From an optimization exercise on the open Yosys and OpenROAD flow, aimed at small area; shortcuts taken in it are not production practice.
Function was checked by simulation only, so behaviour that the tests miss may differ from the original.

// pdnn_update
module pdnn_update (clk, reset, en, h, g1, g2, g3, g4, x1, x2, u, v);
clock: 20.0 ns
lec_check: 0
abc_area: 1
cap_margin: 20
core_margin: 2
core_utilization: 60
slew_margin: 20
run.sh (not shown) runs the stock make flow with config.mk's settings and CLKGATE_MAP_FILE= SYNTH_SCRIPT=/design/flow/synth_recipe.tcl, a recipe that flattens the netlist after the stock synthesis.
Rerun with:
==> flow/flow/run.sh (new file) <==
#!/bin/bash
# The standard layout (the standard.sh, with its standard synthesis),
# with two changes: each port gets a sky130_fd_sc_hd__buf_1 as its buffer
# instead of the default clkdlybuf4s50_1, and after global routing the
# resizer downsizes gates off the critical paths (RECOVER_POWER).
set -euo pipefail
export BUFFER_PORTS_ARGS="-buffer_cell sky130_fd_sc_hd__buf_1"
export RECOVER_POWER=100
bash standard.sh finish > standard_flow.log 2>&1
==> flow/standard.sh (new file) <==
#!/bin/bash
# synth_recipe.tcl (not shown) runs the flow's synth.tcl, then flattens the netlist and writes it again
# the make line also repeats each setting of config.mk as NAME=value (left out here)
make -C /OpenROAD-flow-scripts/flow DESIGN_CONFIG=/design/flow/config.mk WORK_HOME=/design/flow/orfs CLKGATE_MAP_FILE= SYNTH_SCRIPT=/design/flow/synth_recipe.tcl "${@:-finish}"
Settings changed: CAP_MARGIN 20 to 0, CORE_UTILIZATION 60 to 55, CTS_BUF_LIST from default to sky130_fd_sc_hd__clkbuf_8, CTS_CLUSTER_SIZE from default to 20, SLEW_MARGIN 20 to 0.
removed: flow/run.sh
With this change the flow finished but fails on max-capacitance violations, max-slew violations; first-iteration DRC count came out lower by 14%; routed wire length went up by 3.0%; synthesized area stays the same; final area falls by 3.8%; clock-buffer cell count grows by 32.

========
Setup of old:
pdnn_update, a different RTL version from the one above (not shown whole).
For scale: about 5600 cells after synthesis, roughly 470 flip-flops, ~290 I/O pins, ~45000 µm² of cells after synthesis.
## pdnn_update
module pdnn_update (clk, reset, en, h, g1, g2, g3, g4, x1, x2, u, v);
input clk;
input reset;
input en;
input  [31:0] h;
input  [31:0] g1, g2, g3, g4;
output [31:0] x1, x2, u, v;
localparam A1 = 0, A2 = 1, A3 = 2, B1 = 3, B2 = 4, B3 = 5, B4 = 6, B5 = 7, B6 = 8;
wire [4:0] cnt;
net_state_ctrl ctr1 (.clk(clk), .en(en), .reset(reset), .cnt(cnt));
wire e20 = (cnt == 5'd20);
wire e21 = (cnt == 5'd21);
wire e01 = (cnt == 5'd1);
reg [8:0]  ph;
reg [31:0] t1, t2, t3, t4, c1, c2, c3, c4, ht, hc;
reg [31:0] a1, a2, a3, a4;
reg        pend, zt, zc;
reg [31:0] ma, mb;
always @(*)
begin
  ma = ({32{ph[A1] | ph[B4]}} & t2) | ({32{ph[A2] | ph[B5]}} & t3) |
       ({32{ph[A3] | ph[B6]}} & t4) | ({32{ph[B3]}} & t1) |
       ({32{ph[B1]}} & c3) | ({32{ph[B2]}} & c4) | ({32{~|ph}} & g1);
  mb = ({32{|ph[A3:A1] | |ph[B6:B3]}} & ht) | ({32{ph[B1] | ph[B2]}} & hc) |
       ({32{~|ph}} & h);
end
wire [31:0] mp;
mult_32x32 m81 (.a(ma), .b(mb), .c(mp));
wire [31:0] c4s = ph[B2] ? mp : c4;
wire [31:0] sx, sy;
wire [31:0] cx = zc ? 32'd0 : pend ? c3 : c1;
wire [31:0] cy = zc ? 32'd0 : pend ? c4s : c2;
  ...
clock: 20.0 ns
lec_check: 0
abc_area: 1
cap_margin: 0
core_margin: 2
core_utilization: 55
cts_buf_list: sky130_fd_sc_hd__clkbuf_16
cts_cluster_diameter: 80
cts_cluster_size: 30
slew_margin: 0
standard.sh (not shown) runs the stock make flow with config.mk's settings and CLKGATE_MAP_FILE= SYNTH_SCRIPT=/design/flow/synth_recipe.tcl, a recipe that flattens the netlist after the stock synthesis.
==> flow/flow/run.sh <==
#!/bin/bash
# The standard layout (the standard.sh, with its standard synthesis),
# with one change: each port gets a sky130_fd_sc_hd__buf_1 as its buffer
# instead of the default clkdlybuf4s50_1.
set -euo pipefail
export BUFFER_PORTS_ARGS="-buffer_cell sky130_fd_sc_hd__buf_1"
bash standard.sh finish > standard_flow.log 2>&1
old completed every stage of the flow, and the final layout passed the timing, design-rule and antenna checks.
The following lists how new was set up differently from old:
Settings: CTS_BUF_LIST changed from sky130_fd_sc_hd__clkbuf_16 to sky130_fd_sc_hd__clkbuf_8; CTS_CLUSTER_DIAMETER removed (was 80); CTS_CLUSTER_SIZE changed from 30 to 20.
==> flow/flow/run.sh <==
#!/bin/bash
# The standard layout (the standard.sh, with its standard synthesis),
# with two changes: each port gets a sky130_fd_sc_hd__buf_1 as its buffer
# instead of the default clkdlybuf4s50_1, and timing-driven global
# placement does not keep the buffers its internal repair inserts
# (GPL_KEEP_OVERFLOW=0); the later repair steps still fix slew, capacitance
# and timing.
set -euo pipefail
export BUFFER_PORTS_ARGS="-buffer_cell sky130_fd_sc_hd__buf_1"
export GPL_KEEP_OVERFLOW=0
bash standard.sh finish > standard_flow.log 2>&1
[summary]
Changes observed in new relative to old: non-clock buffer count went down 2.3%, final-layout clock buffer total went up 71, critical path depth went up 4.7%.
As of new, final wirelength had risen by a few percent compared to old.
Note that the met3 wire length recorded for new amounts to 1.11 times the value seen in old.
Slack of the critical path: old vs new — no meaningful difference
Of old and new, old shows the lower area occupied by multi-input gates, with new above it.
Compare old and new | via count higher: new
| worst stage delay on the critical path | new vs old | 0.75 ns higher |
In the tables for old and new, post-cts gate resize count reads higher with new.

-- static timing again, ports no longer ideal --
The results above use ideal ports. As a check the final layouts listed here were re-extracted and re-timed, cells and wires unchanged.
Step 1: set_driving_cell puts a clkbuf_16 on clk and a buf_2 on each other input, an assumption about the parent block.
Step 2 moves the port delays by t, midway between the first and last clock arrival at a register: inputs arrive t later, outputs are due t later. That takes back most of the time a late clock gives input paths.
Three values: no drivers, after step 1, after step 2; two values: the first two.
| run | t, ns | setup slack, ns | worst hold slack (ns) | worst setup path at the end |
|---|---|---|---|---|
| the first run of note 1 | 0.697 | 0.394 / 0.321 / 0.427 | 0.430 / 0.430 / 0.430 | input to output |
| the second run of note 1 | 0.772 | 0.500 / 0.428 / 0.616 | 0.423 / 0.423 / 0.423 | input to output |
| old | 0.705 | 0.463 / 0.394 / 1.028 | 0.415 / 0.415 / 0.415 | input to output |
| new | 0.768 | 0.461 / 0.416 / 0.416 | 0.423 / 0.423 / 0.423 | input to output |
For new, which loses most, drivers alone change the setup slack by -0.045 ns; drivers and shift together by -0.045 ns.
